This design comes from an exercise in tuning for small area and a short achievable clock period on the open sky130 flow, not from production work. Only simulation tests tie the RTL to the original design; equivalence was not proved.

## flow/design.v (module list and top-level ports; edited modules follow where they fit)
// module addsub: 319 lines
// module prod: 1543 lines
// module fa: 4 lines
// module top_moduleAlu: 66 lines
module top_moduleAlu #(parameter DATA_WIDTH = 32)(
	input clk_top,
	input [2:0] opcode_top,
	input [31:0] portA_top,
	input [31:0] portB_top,
	output reg [63:0] out_top,
	output [32:0] result_sum_top,
	output [32:0] result_res_top,
	output [63:0] result_pro_top,
	output [31:0] result_and_top,
	output [31:0] result_or_top,
	output [31:0] result_nand_top,
	output [31:0] result_nor_top,
	output [31:0] result_xor_top,
	output carry_flag_sum_top,
	output zero_flag_sum_top,
	output zero_flag_res_top,
	output zero_flag_pro_top,
	output zero_flag_and_top,
	output zero_flag_or_top,
	output zero_flag_nand_top,
	output zero_flag_nor_top,
	output zero_flag_xor_top,
	output reg carry_flag_top,
	output reg zero_flag_top
);
  // ...
==> flow/run.sh <==
#!/bin/bash
# synth_recipe.tcl (not shown) runs the flow's synth.tcl, then flattens the netlist and writes it again
# the make line also repeats each setting of config.mk as NAME=value (left out here)
make -C /OpenROAD-flow-scripts/flow DESIGN_CONFIG=/design/flow/config.mk WORK_HOME=/design/flow/orfs CLKGATE_MAP_FILE= SYNTH_SCRIPT=/design/flow/synth_recipe.tcl finish
==> flow/config.mk <==
export PLATFORM = sky130hd
export DESIGN_NAME = top_moduleAlu
export DESIGN_NICKNAME = top_moduleAlu
export VERILOG_FILES = /design/flow/design.v
export SDC_FILE = /design/flow/constraint.sdc
export NUM_CORES = 4
export LEC_CHECK = 0
export ABC_AREA = 1
export CAP_MARGIN = 20
export CORE_MARGIN = 2
export CORE_UTILIZATION = 40
export SLEW_MARGIN = 20
export SYNTH_HIERARCHICAL = 1
export SYNTH_MINIMUM_KEEP_SIZE = 0
==> flow/constraint.sdc <==
create_clock -name core_clock -period 20.0 [get_ports {clk_top}]
set_input_delay 4.0000 -clock core_clock [delete_from_list [all_inputs] [get_ports {clk_top}]]
set_output_delay 4.0000 -clock core_clock [all_outputs]
set_load 0.01 [all_outputs]
==> impl_metrics.csv, run 1 <==
group,metric,value,unit
timing,worst_hold_slack,4.40,ns
floorplan,rows,100,
clocking,postCtsSetupRepairBufs,0,
floorplan,start_util,0.405,
floorplan,tap_cells,969,
setup_path,critPathMaxStageDelay,0.70,ns
routing,dr_wl_met3,18000,um
placement,dp_hpwl,104000,um
routing,drt_iter0_drc,3749,
yosys,yosysUniqueCellTypes,46,
layout,post-route-util,0.477,
layout,clk_share,0.00896,
setup_path,cp_max_fo,27,
outcome,outcome,"complete, no violations",
grt,grt_util_met2,0.538,
floorplan,dieArea,0.0778,mm2
routing,wl_met2,61700,um
yosys,synth-seq-area-share,0.0437,
layout,seq_area,0.00132,mm2
yosys,ys_ff_latch,66,
timing,max_slew_margin,0.183,
grt,grt_use_met3,0.103,
routing,drt_wl_total,143000,um
yosys,synth_compound_area_frac,0.163,
min_path,holdPathStages,5,
layout,multi_input_comb_cells,2781,
layout,inverters,409,
setup_path,crit_path_frequent_cell,"fa_1",
layout,multi_input_area_share,0.735,
==> inputs of run 2 (changes only) <==
==> flow/flow/run.sh (new file) <==
#!/bin/bash
# Standard ORFS layout; the only change is the cell used to buffer the ports
# (buf_1 instead of the default choice, clkdlybuf4s50_1).
set -euo pipefail
bash standard.sh "BUFFER_PORTS_ARGS=-buffer_cell sky130_fd_sc_hd__buf_1" finish > make_finish.log 2>&1
==> flow/standard.sh (new file) <==
#!/bin/bash
# synth_recipe.tcl (not shown) runs the flow's synth.tcl, then flattens the netlist and writes it again
# the make line also repeats each setting of config.mk as NAME=value (left out here)
make -C /OpenROAD-flow-scripts/flow DESIGN_CONFIG=/design/flow/config.mk WORK_HOME=/design/flow/orfs CLKGATE_MAP_FILE= SYNTH_SCRIPT=/design/flow/synth_recipe.tcl "${@:-finish}"
removed: flow/run.sh
==> run 2 against run 1 <==
Cell count rose by 0.33%. Synthesized cell count did not move. Area after synthesis did not move. Maximum frequency rose by 6.3%. Count of clock-buffer cells in the layout did not move. Routed wire length rose by 1.0%. First-iteration DRC count rose by 5.5%. Largest cell class unchanged. Highest routed layer unchanged.
==> impl_metrics.csv, run 2 <==
group,metric,value,unit
outcome,outcome,"complete, no violations",
layout,n_fill_cell,7582,
yosys,synth-edff-count,0,
layout,top_register,"out_top",
layout,post-route-util,0.443,
layout,seq_area,0.00132,mm2
flow_run,cap_violations,0,
floorplan,core-area,0.0747,mm2
timing,period_share,0.765,
placement,place_congestion,1.04,
grt,overflow,0,
timing,fin_crit,15.29,ns
timing,worst_hold_slack,4.16,ns
setup_path,crit_slowest_cell,"fa_1",
layout,layout_common_cells,"o22ai_1, xor2_1, fa_1",
floorplan,design.portCount,433,
routing,drt_wl_total,144000,um
yosys,syn_avg_cell_area,8.52,um2
clocking,htreeDepth,3,
clocking,postCtsSetupRepairBufs,0,
setup_path,cp_max_fo,31,
setup_path,crit_arrival,11.29,ns
yosys,synth_common_cells,"o22ai_1, xor2_1, fa_1",
routing,num_vias,30100,
yosys,yosysUniqueCellTypes,46,
timing,setup_violations,0,
layout,reg_top3,"out_top x64, carry_flag_top x1, zero_flag_top x1",
min_path,hp-class,"input pin to flop",
yosys,yosysTopAreaCell,"fa_1",
yosys,synthesis.area,0.0303,mm2
yosys,synth.most_common_cell,"o22ai_1",
yosys,synth-seq-area-share,0.0437,
timing,max_slew_margin,0.257,
floorplan,dieArea,0.0778,mm2
timing,tightest_slew,1.11,ns
clocking,cts_tree,"done",
setup_path,critPathMaxStageDelay,0.58,ns
layout,stdcell_area,0.0331,mm2
layout,multi_input_area,0.0262,mm2
routing,drc_errors,0,
setup_path,path_buf_inv,7,
clocking,cts_sinks,66,
routing,via_per_inst,6.28,
clocking,cts_buffers,9,
yosys,synth_ff_type,"dfxtp_1",
timing,drv_slew,0,
timing,fin_tns_setup,0,ns
timing,fmax,65.4,MHz
layout,syn2layout_area_growth,9.41,%
floorplan,dieHeight,279,um
yosys,syn-instance-count,3551,
clocking,ctsHoldBuffers,0,
setup_path,crit_path_frequent_cell,"fa_1",
floorplan,rows,100,
routing,dr.pass1.iters,8,
grt,grt.total_usage,0.364,
placement,dp_hpwl,105000,um
layout,num-nets-final,4642,
layout,layout-drive-gt1-share,0.0662,
yosys,ys_ff_latch,66,
timing,finalHoldViolCount,0,
placement,dpl_cell_area,0.0328,mm2
routing,drt_iter0_drc,3956,
setup_path,crit_type,"input pin to output port",
grt,grt_pass1_vias,29000,
setup_path,end_kind,"output port",
setup_path,cp-start-kind,"input pin",
clocking,cts_resized,0,
clocking,cts-root-buf,"clkbuf_16",
timing,rsz0062_at_grt,"false",
grt,grt_pass1_wl,208000,um
yosys,yosys.area.top_type_share,0.330,
floorplan,die_w,279,um
floorplan,start_util,0.405,
layout,layout_commonest_cell,"o22ai_1",
grt,antenna_found_initial,11,
placement,portBuffers,432,
clocking,clk_transition_reported_paths,0.08,ns
grt,grt_max_degree,44,
layout,largest_reg_flops,64,
yosys,synth-async-reset-ratio,0,
routing,ant_nets,0,
setup_path,critical_path.top_delay_family,"adder cells",
clocking,clockBufferDepth,2,
routing,wl_per_cell,30.1,um
yosys,yosys_warnings,7,
yosys,yosys-top-cells-area,"fa_1, xor2_1, o22ai_1, ha_1, inv_1",
setup_path,crit_required,16.00,ns
==> run 2: modules after synthesis (local to each module, per instance) <==
module | cell area (um2) | flops+latches
prod | 12700 | 0
top_moduleAlu | 5780 | 66
addsub | 3080 | 0
fa | 20.0 | 0
==> run 2: path summary, 6_finish.rpt <==
| check | start | endpoint | depth (start not counted) |
|---|---|---|---|
| hold / removal | opcode_top[0] | out_top[27]$_DFF_P_ | 4 |
| setup / recovery | portB_top[17] | result_pro_top[62] | 27 |
==> run 2: tightest hold or removal path: cells and delay by family <==
family | cells | cell delay, ns
and+or+nand+nor | 2 | 0.19
buffers and inverters | 2 | 0.32
==> run 2: stage by stage <==
stage	cells	worst slack, ns
2_1_floorplan	3560	6.36
3_3_place_gp	4775	4.85
3_5_place_dp	4775	4.83
4_1_cts	4791	4.83
5_1_grt	4792	4.41
6_report	4796	4.71
==> run 2: routing by layer <==
layer  up-vias  GRT usage  wire length (um)
met1     15000      0.496             56400
li1      12300          -                 -
met2      2290      0.543             62500
met4        10      0.160              7620
met3       462     0.0953             17700
met5         -          0                95
==> run 2: area by class of cell <==
type,instances,area share
repair buffers,550,0.0764
well taps,969,0.0366
multi-input cells,2781,0.791
clock buffers,10,0.00722
clock inverters,6,0.00197
flip-flops and latches,66,0.0399
diodes,5,0.000378
inverters,409,0.0464
==> run 2: kinds of logic (layout without fill, tap and decap cells) <==
| group | count (synthesis) | in the layout | share of synthesized area |
|---|---|---|---|
| adder cells (fa/ha/maj) | 757 | 757 | 0.437 |
| AO/OA/AOI/OAI | 765 | 765 | 0.163 |
| AND/OR/NAND/NOR | 678 | 678 | 0.0957 |
| other | 1 | 15 | 0.000124 |
| buffers and inverters | 713 | 975 | 0.0951 |
| flip-flops | 66 | 66 | 0.0437 |
| XOR/XNOR | 571 | 571 | 0.165 |
==> inputs of run 3 (changes only) <==
--- a/flow/config.mk
+++ b/flow/config.mk
@@ -8,7 +8,8 @@
 export ABC_AREA = 1
 export CAP_MARGIN = 20
 export CORE_MARGIN = 2
-export CORE_UTILIZATION = 40
+export CORE_UTILIZATION = 60
+export SETUP_SLACK_MARGIN = 5
 export SLEW_MARGIN = 20
 export SYNTH_HIERARCHICAL = 1
 export SYNTH_MINIMUM_KEEP_SIZE = 0
==> run 3 against run 2 <==
Still clean. Critical path depth stayed put. Via count rose by 6.6%. Core utilization grew 22 points. Synthesized cell count unchanged. Critical path type unchanged. Largest cell class unchanged.
==> impl_metrics.csv, run 3 <==
group,metric,value,unit
setup_path,crit_type,"input pin to output port",
placement,dp_hpwl,104000,um
floorplan,die_w,229,um
setup_path,crit_arrival,10.95,ns
yosys,synth-seq-area-share,0.0437,
timing,finalHoldViolCount,0,
clocking,cts_buffers,9,
timing,fin_crit,14.95,ns
flow_run,cap_violations,0,
timing,fmax,66.9,MHz
grt,antenna_found_initial,8,
yosys,yosys-top-cells-area,"fa_1, xor2_1, o22ai_1, ha_1, inv_1",
yosys,synth_ff_type,"dfxtp_1",
yosys,syn-instance-count,3551,
grt,grt.total_usage,0.541,
routing,drc_errors,0,
grt,overflow,0,
setup_path,end_kind,"output port",
floorplan,dieHeight,229,um
setup_path,cp_max_fo,32,
placement,portBuffers,432,
grt,grt_max_degree,48,
setup_path,crit_slowest_cell,"fa_1",
layout,reg_top3,"out_top x64, carry_flag_top x1, zero_flag_top x1",
outcome,outcome,"complete, no violations",
routing,ant_nets,0,
yosys,ys_ff_latch,66,
grt,grt_pass1_vias,31800,
layout,num-nets-final,4658,
layout,layout-drive-gt1-share,0.0703,
layout,largest_reg_flops,64,
floorplan,start_util,0.605,
setup_path,critical_path.top_delay_family,"adder cells",
layout,layout_commonest_cell,"o22ai_1",
placement,place_congestion,1.12,
yosys,synthesis.area,0.0303,mm2
routing,num_vias,32100,
routing,dr.pass1.iters,8,
routing,via_per_inst,7.10,
yosys,syn_avg_cell_area,8.52,um2
min_path,hp-class,"input pin to flop",
clocking,clockBufferDepth,2,
clocking,cts-root-buf,"clkbuf_16",
yosys,yosys_warnings,7,
clocking,htreeDepth,3,
yosys,synth.most_common_cell,"o22ai_1",
yosys,synth-async-reset-ratio,0,
clocking,cts_tree,"done",
setup_path,critPathMaxStageDelay,0.57,ns
timing,max_slew_margin,0.0599,
floorplan,design.portCount,433,
setup_path,path_buf_inv,6,
yosys,yosys.area.top_type_share,0.330,
layout,syn2layout_area_growth,9.81,%
setup_path,cp-start-kind,"input pin",
yosys,synth-edff-count,0,
layout,top_register,"out_top",
floorplan,dieArea,0.0522,mm2
timing,drv_slew,0,
routing,wl_per_cell,32.2,um
timing,period_share,0.748,
grt,grt_pass1_wl,210000,um
timing,fin_tns_setup,0,ns
routing,drt_iter0_drc,5083,
clocking,clk_transition_reported_paths,0.06,ns
layout,n_fill_cell,4283,
setup_path,crit_required,16.00,ns
yosys,yosysTopAreaCell,"fa_1",
timing,rsz0062_at_grt,"false",
layout,layout_common_cells,"o22ai_1, xor2_1, fa_1",
timing,tightest_slew,1.41,ns
timing,setup_violations,0,
yosys,synth_common_cells,"o22ai_1, xor2_1, fa_1",
clocking,cts_sinks,66,
yosys,yosysUniqueCellTypes,46,
setup_path,crit_path_frequent_cell,"fa_1",
floorplan,rows,82,
clocking,ctsHoldBuffers,0,
floorplan,core-area,0.0500,mm2
routing,drt_wl_total,145000,um
-- run 3: cell count changes in the layout (fill, tap and decap cells not counted), moves of 4 or more --
cell | before | now
buf_12 | 0 | 11
clkbuf_16 | 9 | 15
buf_4 | 118 | 101
inv_1 | 388 | 397
nand2_1 | 284 | 294
buf_6 | 0 | 10
buf_1 | 416 | 411
diode_2 | 5 | 9
nor2_1 | 211 | 207
clkinv_1 | 10 | 0
nand2_2 | 40 | 29
-- run 3: worst paths after layout --
path,startpoint,endpoint,cells after the start
worst min-delay path,opcode_top[0],out_top[30]$_DFF_P_,4
worst max-delay path,portB_top[15],result_pro_top[62],27
-- run 3: through the flow --
| stage | std cells | cell area (um2) | worst slack, ns | utilization | hold WS [ns] |
|---|---|---|---|---|---|
| 2_1_floorplan | 3560 | 30300 | 6.36 | - | 4.28 |
| 3_3_place_gp | 4479 | 32400 | 4.31 | 0.648 | 4.39 |
| 3_5_place_dp | 4480 | 32400 | 4.13 | 0.648 | 4.38 |
| 4_1_cts | 4497 | 32700 | 5.00 | 0.655 | 4.15 |
| 5_1_grt | 4516 | 33200 | 4.98 | 0.665 | 4.18 |
| 6_report | 4519 | 33200 | 5.05 | 0.665 | 4.17 |
-- run 3: worst min-delay path: stages --
cell and delay [ns]:
buf_1 0.08, buf_4 0.23, nand4_1 0.11, nand3_1 0.07
-- run 3: timing repair --
item,CTS,global route
gates resized for setup,14,79
pin swaps,0,1
buffers inserted,0,7
endpoints found under the setup margin,42,23
gates cloned,1,6
-- run 3: layer usage --
layer  wire length, um  GRT usage  vias up
met5               325     0.0276        -
met1             47900      0.638    15400
met2             61000      0.807     3334
li1                  -          -    12400
met4             14400      0.397        6
met3             21800      0.201     1007
-- run 3: modules after synthesis (local to each module, per instance) --
module,times used,flip-flops and latches
fa,435,0
prod,1,0
top_moduleAlu,1,66
addsub,1,0
-- run 3: layout make-up --
| cell class | count | area [um2] | share of cell area |
|---|---|---|---|
| antenna | 9 | 22.5 | 0.000678 |
| clock buffer | 9 | 225 | 0.00678 |
| clock inverter | 7 | 77.6 | 0.00234 |
| inverter | 409 | 1550 | 0.0466 |
| multi-input combinational | 2781 | 26200 | 0.789 |
| sequential | 66 | 1320 | 0.0398 |
| tap | 672 | 841 | 0.0253 |
| timing repair buffer | 565 | 2970 | 0.0895 |
| timing repair inverter | 1 | 5.00 | 0.000151 |
-- run 3: cell families after synthesis --
logic type      synth area share
other cells             0.000124
compound gates             0.163
buf+inv                   0.0951
xor+xnor                   0.165
fa+ha+maj                  0.437
simple gates              0.0957
flops                     0.0437
==> inputs of run 4 (changes only) <==
--- a/flow/config.mk
+++ b/flow/config.mk
@@ -8,7 +8,7 @@
 export ABC_AREA = 1
 export CAP_MARGIN = 20
 export CORE_MARGIN = 2
-export CORE_UTILIZATION = 60
+export CORE_UTILIZATION = 40
 export SETUP_SLACK_MARGIN = 5
 export SLEW_MARGIN = 20
 export SYNTH_HIERARCHICAL = 1
==> run 4 against run 3 <==
Die area up 49%. First-iteration DRC count decreased by 18%. Highest routed layer unchanged. Critical path type unchanged. Core utilization is 22 points lower.
==> impl_metrics.csv, run 4 <==
group,metric,value,unit
setup_path,cp-start-kind,"input pin",
timing,max_slew_margin,0.317,
yosys,synth-async-reset-ratio,0,
floorplan,core-area,0.0747,mm2
floorplan,dieHeight,279,um
timing,rsz0062_at_grt,"false",
timing,setup_ws,5.19,ns
routing,drt_iter0_drc,4192,
clocking,cts_sinks,66,
layout,num-nets-final,4656,
yosys,syn_avg_cell_area,8.52,um2
grt,grt_pass1_wl,208000,um
flow_run,cap_violations,0,
min_path,hp-class,"input pin to flop",
yosys,yosys-top-cells-area,"fa_1, xor2_1, o22ai_1, ha_1, inv_1",
timing,drv_slew,0,
routing,wl_per_cell,30.2,um
floorplan,design.portCount,433,
floorplan,rows,100,
yosys,synth-seq-area-share,0.0437,
yosys,yosysTopAreaCell,"fa_1",
yosys,synth_common_cells,"o22ai_1, xor2_1, fa_1",
timing,setup_violations,0,
yosys,syn-instance-count,3551,
clocking,cts-root-buf,"clkbuf_16",
timing,fin_crit,14.81,ns
grt,grt_pass1_vias,29000,
yosys,yosysUniqueCellTypes,46,
min_path,holdPathStages,4,
yosys,yosys.area.top_type_share,0.330,
yosys,synthesis.area,0.0303,mm2
placement,portBuffers,432,
placement,post-place-ws,4.83,ns
grt,grt.total_usage,0.366,
clocking,clk_transition_reported_paths,0.08,ns
layout,layout_common_cells,"o22ai_1, xor2_1, fa_1",
routing,drt_wl_total,145000,um
timing,tightest_slew,1.02,ns
layout,top_register,"out_top",
clocking,clockBufferDepth,2,
setup_path,cp_max_fo,32,
grt,overflow,0,
floorplan,dieArea,0.0778,mm2
timing,fmax,67.5,MHz
routing,ant_nets,0,
routing,drc_errors,0,
layout,n_fill_cell,7549,
setup_path,crit_required,16.00,ns
yosys,synth_ff_type,"dfxtp_1",
setup_path,crit_arrival,10.81,ns
setup_path,end_kind,"output port",
grt,grt_max_degree,44,
layout,layout_commonest_cell,"o22ai_1",
layout,reg_top3,"out_top x64, carry_flag_top x1, zero_flag_top x1",
timing,worst_hold_slack,4.15,ns
routing,dr.pass1.iters,6,
layout,layout-drive-gt1-share,0.0727,
clocking,cts_buffers,9,
floorplan,start_util,0.405,
yosys,ys_ff_latch,66,
outcome,outcome,"complete, no violations",
placement,dp_hpwl,105000,um
setup_path,crit_type,"input pin to output port",
routing,via_per_inst,6.28,
yosys,synth.most_common_cell,"o22ai_1",
placement,place_congestion,1.04,
timing,period_share,0.740,
grt,antenna_found_initial,9,
timing,finalHoldViolCount,0,
layout,syn2layout_area_growth,10.5,%
yosys,synth-edff-count,0,
yosys,yosys_warnings,7,
routing,num_vias,30200,
floorplan,die_w,279,um
layout,largest_reg_flops,64,
clocking,cts_tree,"done",
clocking,htreeDepth,3,
timing,fin_tns_setup,0,ns
==> run 4: modules after synthesis (local to each module, per instance) <==
module / cell area, um2 / cells / copies in the design
top_moduleAlu: 5780 / 866 / 1
addsub: 3080 / 417 / 1
prod: 12700 / 1833 / 1
fa: 20.0 / 1 / 435
==> run 4: logic make-up after synthesis <==
family          count (synthesis)  synth area share
buf+inv                       713            0.0951
compound gates                765             0.163
fa+ha+maj                     757             0.437
xor+xnor                      571             0.165
flops                          66            0.0437
other cells                     1          0.000124
simple gates                  678            0.0957
==> run 4: final timing paths <==
path	to	slack, ns	start
max	result_pro_top[31]	5.19	portA_top[10]
min	out_top[27]$_DFF_P_	4.15	opcode_top[0]
==> run 4: layout make-up <==
cell class | instances | area [um2] | share of cell area
inverter | 409 | 1540 | 0.0462
tap | 969 | 1210 | 0.0363
sequential | 66 | 1320 | 0.0395
multi-input combinational | 2782 | 26300 | 0.785
antenna | 1 | 2.50 | 0.0000749
clock inverter | 6 | 65.1 | 0.00195
timing repair buffer | 563 | 2790 | 0.0834
clock buffer | 10 | 239 | 0.00715
==> run 4: what timing repair did <==
item / CTS / global route
hold endpoints to repair: 0 / 0
gates resized for setup: 8 / 61
buffers inserted: 0 / 13
hold buffers: 0 / 0
setup endpoints to repair: 9 / 27
pin swaps: 1 / 2
cloned: 1 / 0
==> run 4: worst max-delay path, stage by stage <==
cell	delay [ns]
buf_1	0.74
clkinv_1	0.17
buf_4	0.34
o22ai_1	0.26
xor2_1	0.21
fa_1	0.47
fa_1	0.48
fa_1	0.41
fa_1	0.51
fa_1	0.41
ha_1	0.33
nand2_1	0.10
inv_1	0.04
a21oi_1	0.13
nand2_1	0.17
a31oi_1	0.38
o21bai_1	0.17
nand3_1	0.10
nand2_1	0.07
fa_1	0.37
xor2_1	0.71
buf_1	0.22
==> run 4: stage by stage <==
| step | std cells | util | cell area [um2] |
|---|---|---|---|
| floorplan | 3560 | - | 30300 |
| global placement | 4775 | 0.439 | 32800 |
| detailed placement | 4775 | 0.439 | 32800 |
| CTS | 4792 | 0.443 | 33100 |
| global route | 4806 | 0.448 | 33400 |
| finish | 4806 | 0.448 | 33400 |
==> run 4: per-layer routing <==
layer | vias to the layer above | track usage | wire length (um)
li1 | 12400 | - | -
met1 | 15000 | 0.500 | 56700
met2 | 2343 | 0.546 | 63200
met3 | 464 | 0.0943 | 17900
met4 | 10 | 0.154 | 7420
met5 | - | 0 | 56
==> inputs of run 5 (changes only) <==
==> flow/flow/run.sh (replaced) <==
#!/bin/bash
# Standard ORFS layout with two changes: the ports are buffered with buf_1 (instead of
# the default clkdlybuf4s50_1), and timing repair aims for a larger setup slack.
set -euo pipefail
bash standard.sh "BUFFER_PORTS_ARGS=-buffer_cell sky130_fd_sc_hd__buf_1" "SETUP_SLACK_MARGIN=7" finish > make_finish.log 2>&1
--- a/flow/config.mk
+++ b/flow/config.mk
@@ -9,7 +9,6 @@
 export CAP_MARGIN = 20
 export CORE_MARGIN = 2
 export CORE_UTILIZATION = 40
-export SETUP_SLACK_MARGIN = 5
 export SLEW_MARGIN = 20
 export SYNTH_HIERARCHICAL = 1
 export SYNTH_MINIMUM_KEEP_SIZE = 0
==> run 5 against run 4 <==
Still clean on timing, DRC and antenna. Global-route usage increased by 2.2 points. Sequential share of layout area shrank 0.44 points. Area after synthesis unchanged. Via count grew 5.2%. Worst hold slack got worse by 0.0022 ns. Count of clock-buffer cells in the layout unchanged. Synthesized cell count stayed put. Non-clock buffer count increased by 151. Cell area is 12% higher. Critical path depth up 7. Highest routed layer unchanged.
==> impl_metrics.csv, run 5 <==
group,metric,value,unit
layout,syn2layout_area_growth,24.3,%
timing,setup_violations,0,
grt,grt_max_degree,48,
yosys,yosys.area.top_type_share,0.330,
setup_path,crit_arrival,10.20,ns
layout,reg_top3,"out_top x64, carry_flag_top x1, zero_flag_top x1",
setup_path,crit_path_frequent_cell,"fa_1",
floorplan,rows,100,
floorplan,die_w,279,um
layout,n_fill_cell,7030,
yosys,yosysUniqueCellTypes,46,
setup_path,cp-start-kind,"input pin",
setup_path,crit_slowest_cell,"fa_1",
floorplan,design.portCount,433,
clocking,clk_transition_reported_paths,0.07,ns
setup_path,crit_required,16.00,ns
placement,portBuffers,432,
layout,multi_input_area,0.0278,mm2
timing,drv_slew,0,
clocking,cts_tree,"done",
timing,finalHoldViolCount,0,
setup_path,end_kind,"output port",
yosys,synth-edff-count,0,
yosys,yosys-top-cells-area,"fa_1, xor2_1, o22ai_1, ha_1, inv_1",
clocking,htreeDepth,3,
timing,fin_crit,14.20,ns
placement,place_congestion,1.04,
layout,seq_area,0.00132,mm2
routing,ant_nets,0,
floorplan,core-area,0.0747,mm2
layout,layout-drive-gt1-share,0.177,
yosys,synth_common_cells,"o22ai_1, xor2_1, fa_1",
yosys,synth-seq-area-share,0.0437,
yosys,synth.most_common_cell,"o22ai_1",
setup_path,crit_type,"input pin to output port",
routing,num_vias,31700,
timing,worst_hold_slack,4.15,ns
yosys,yosysTopAreaCell,"fa_1",
yosys,yosys_warnings,7,
timing,fmax,70.4,MHz
yosys,synth_ff_type,"dfxtp_1",
floorplan,dieArea,0.0778,mm2
yosys,ys_ff_latch,66,
min_path,hp-class,"input pin to flop",
flow_run,cap_violations,0,
routing,dr.pass1.iters,8,
timing,max_slew_margin,0.264,
grt,grt_pass1_vias,31300,
grt,overflow,0,
clocking,cts_sinks,66,
placement,dp_hpwl,103000,um
routing,drt_iter0_drc,4662,
clocking,cts-root-buf,"clkbuf_16",
timing,tightest_slew,1.10,ns
timing,fin_tns_setup,0,ns
grt,grt_pass1_wl,220000,um
outcome,outcome,"complete, no violations",
floorplan,dieHeight,279,um
setup_path,cp_max_fo,32,
layout,layout_common_cells,"o22ai_1, xor2_1, fa_1",
floorplan,start_util,0.405,
clocking,cts_buffers,9,
layout,largest_reg_flops,64,
routing,wl_per_cell,31.0,um
layout,top_register,"out_top",
layout,layout_commonest_cell,"o22ai_1",
timing,period_share,0.710,
setup_path,critPathMaxStageDelay,0.55,ns
timing,rsz0062_at_grt,"true",
clocking,ctsHoldBuffers,0,
yosys,syn_avg_cell_area,8.52,um2
yosys,syn-instance-count,3551,
grt,antenna_found_initial,9,
routing,drt_wl_total,154000,um
grt,grt.total_usage,0.388,
yosys,synth-async-reset-ratio,0,
routing,drc_errors,0,
layout,num-nets-final,4813,
yosys,synthesis.area,0.0303,mm2
routing,via_per_inst,6.39,
clocking,clockBufferDepth,2,
-- run 5: routing by layer --
| metal | up-vias | track usage | share of wire |
|---|---|---|---|
| met5 | - | 0.00313 | 0.00041 |
| met4 | 10 | 0.210 | 0.071 |
| met3 | 702 | 0.164 | 0.15 |
| met2 | 2678 | 0.558 | 0.41 |
| met1 | 15600 | 0.490 | 0.36 |
| li1 | 12700 | - | - |
-- run 5: worst max-delay path: cells and delay by family --
kind	cells	cell delay [ns]
xor gates and xnor gates	1	0.20
adders and majority gates	8	3.60
AOI/OAI and AO/OA	2	0.29
and+or+nand+nor	11	1.02
buffers and inverters	7	1.03
-- run 5: kinds of logic after synthesis --
logic type | count (synthesis) | share of synthesized area
AOI/OAI and AO/OA | 765 | 0.163
buffers and inverters | 713 | 0.0951
and+or+nand+nor | 678 | 0.0957
xor gates and xnor gates | 571 | 0.165
adders and majority gates | 757 | 0.437
other | 1 | 0.000124
DFF | 66 | 0.0437
-- run 5: per-stage QoR --
stage / util / area (um2) / cells / worst slack (ns)
after global placement: 0.443 / 33100 / 4775 / 4.76
final: 0.503 / 37600 / 4966 / 5.80
after global routing: 0.503 / 37600 / 4964 / 5.64
after detailed placement: 0.443 / 33100 / 4775 / 4.73
after CTS: 0.494 / 36900 / 4928 / 5.88
after floorplan: - / 30800 / 3560 / 6.60
-- run 5: Yosys stat by module (local to each module, per instance) --
| module | flip-flops and latches | times used | cell area (um2) |
|---|---|---|---|
| addsub | 0 | 1 | 3080 |
| prod | 0 | 1 | 12700 |
| top_moduleAlu | 66 | 1 | 5780 |
| fa | 0 | 435 | 20.0 |
-- run 5: area by class of cell --
cell class              count  share of cell area
diodes                      4            0.000266
multi-input cells        2788               0.740
repair buffers            714               0.143
clock inverters             6             0.00196
inverters                 409              0.0419
flip-flops and latches     66              0.0352
well taps                 969              0.0323
clock buffers              10             0.00636
-- run 5: path summary, 6_finish.rpt --
path	start	endpoint	cells after the start
setup / recovery	portA_top[19]	result_pro_top[62]	29
hold / removal	opcode_top[1]	out_top[19]$_DFF_P_	4
-- run 5: repair_timing --
item / in CTS / in global routing
pin swaps: 88 / 86
buffers inserted: 106 / 34
gates resized for setup: 410 / 106
cloned: 31 / 0
setup endpoints to repair: 53 / 49

==> re-timing with driven ports <==
In the flow no input, the clock included, has a driving cell. The finished layouts below were timed again as built, in two steps.
Step 1: set_driving_cell puts a clkbuf_16 on clk_top and a buf_2 on each other input, an assumption about the parent block.
Step 2 adds t to the input delays and takes it off the output delays; t is the mean of the earliest and latest rising clock arrival at the registers after step 1. Input paths then give back, and output paths get back, about the clock's delay inside the block.
a / b / c = ideal / step 1 / step 2; a / b = the first two.
run	shift t [ns]	setup WS [ns]	latest minus earliest clock arrival (ns)	worst slew at a driven data input, ns	cell pins on the clock port's net
run 1	0.467	3.748 / 3.679 / 3.679	0.031 / 0.030	0.09	1
run 2	0.469	4.706 / 4.669 / 4.669	0.020 / 0.021	0.13	1
run 3	0.452	5.045 / 5.023 / 5.023	0.015 / 0.015	0.10	1
run 4	0.466	5.191 / 5.152 / 5.152	0.021 / 0.021	0.11	1
run 5	0.479	5.801 / 5.722 / 5.722	0.026 / 0.026	0.09	1
After both steps setup and hold are still met in every run listed. For run 5, which loses most, drivers alone change the setup slack by -0.079 ns; drivers and shift together by -0.079 ns.
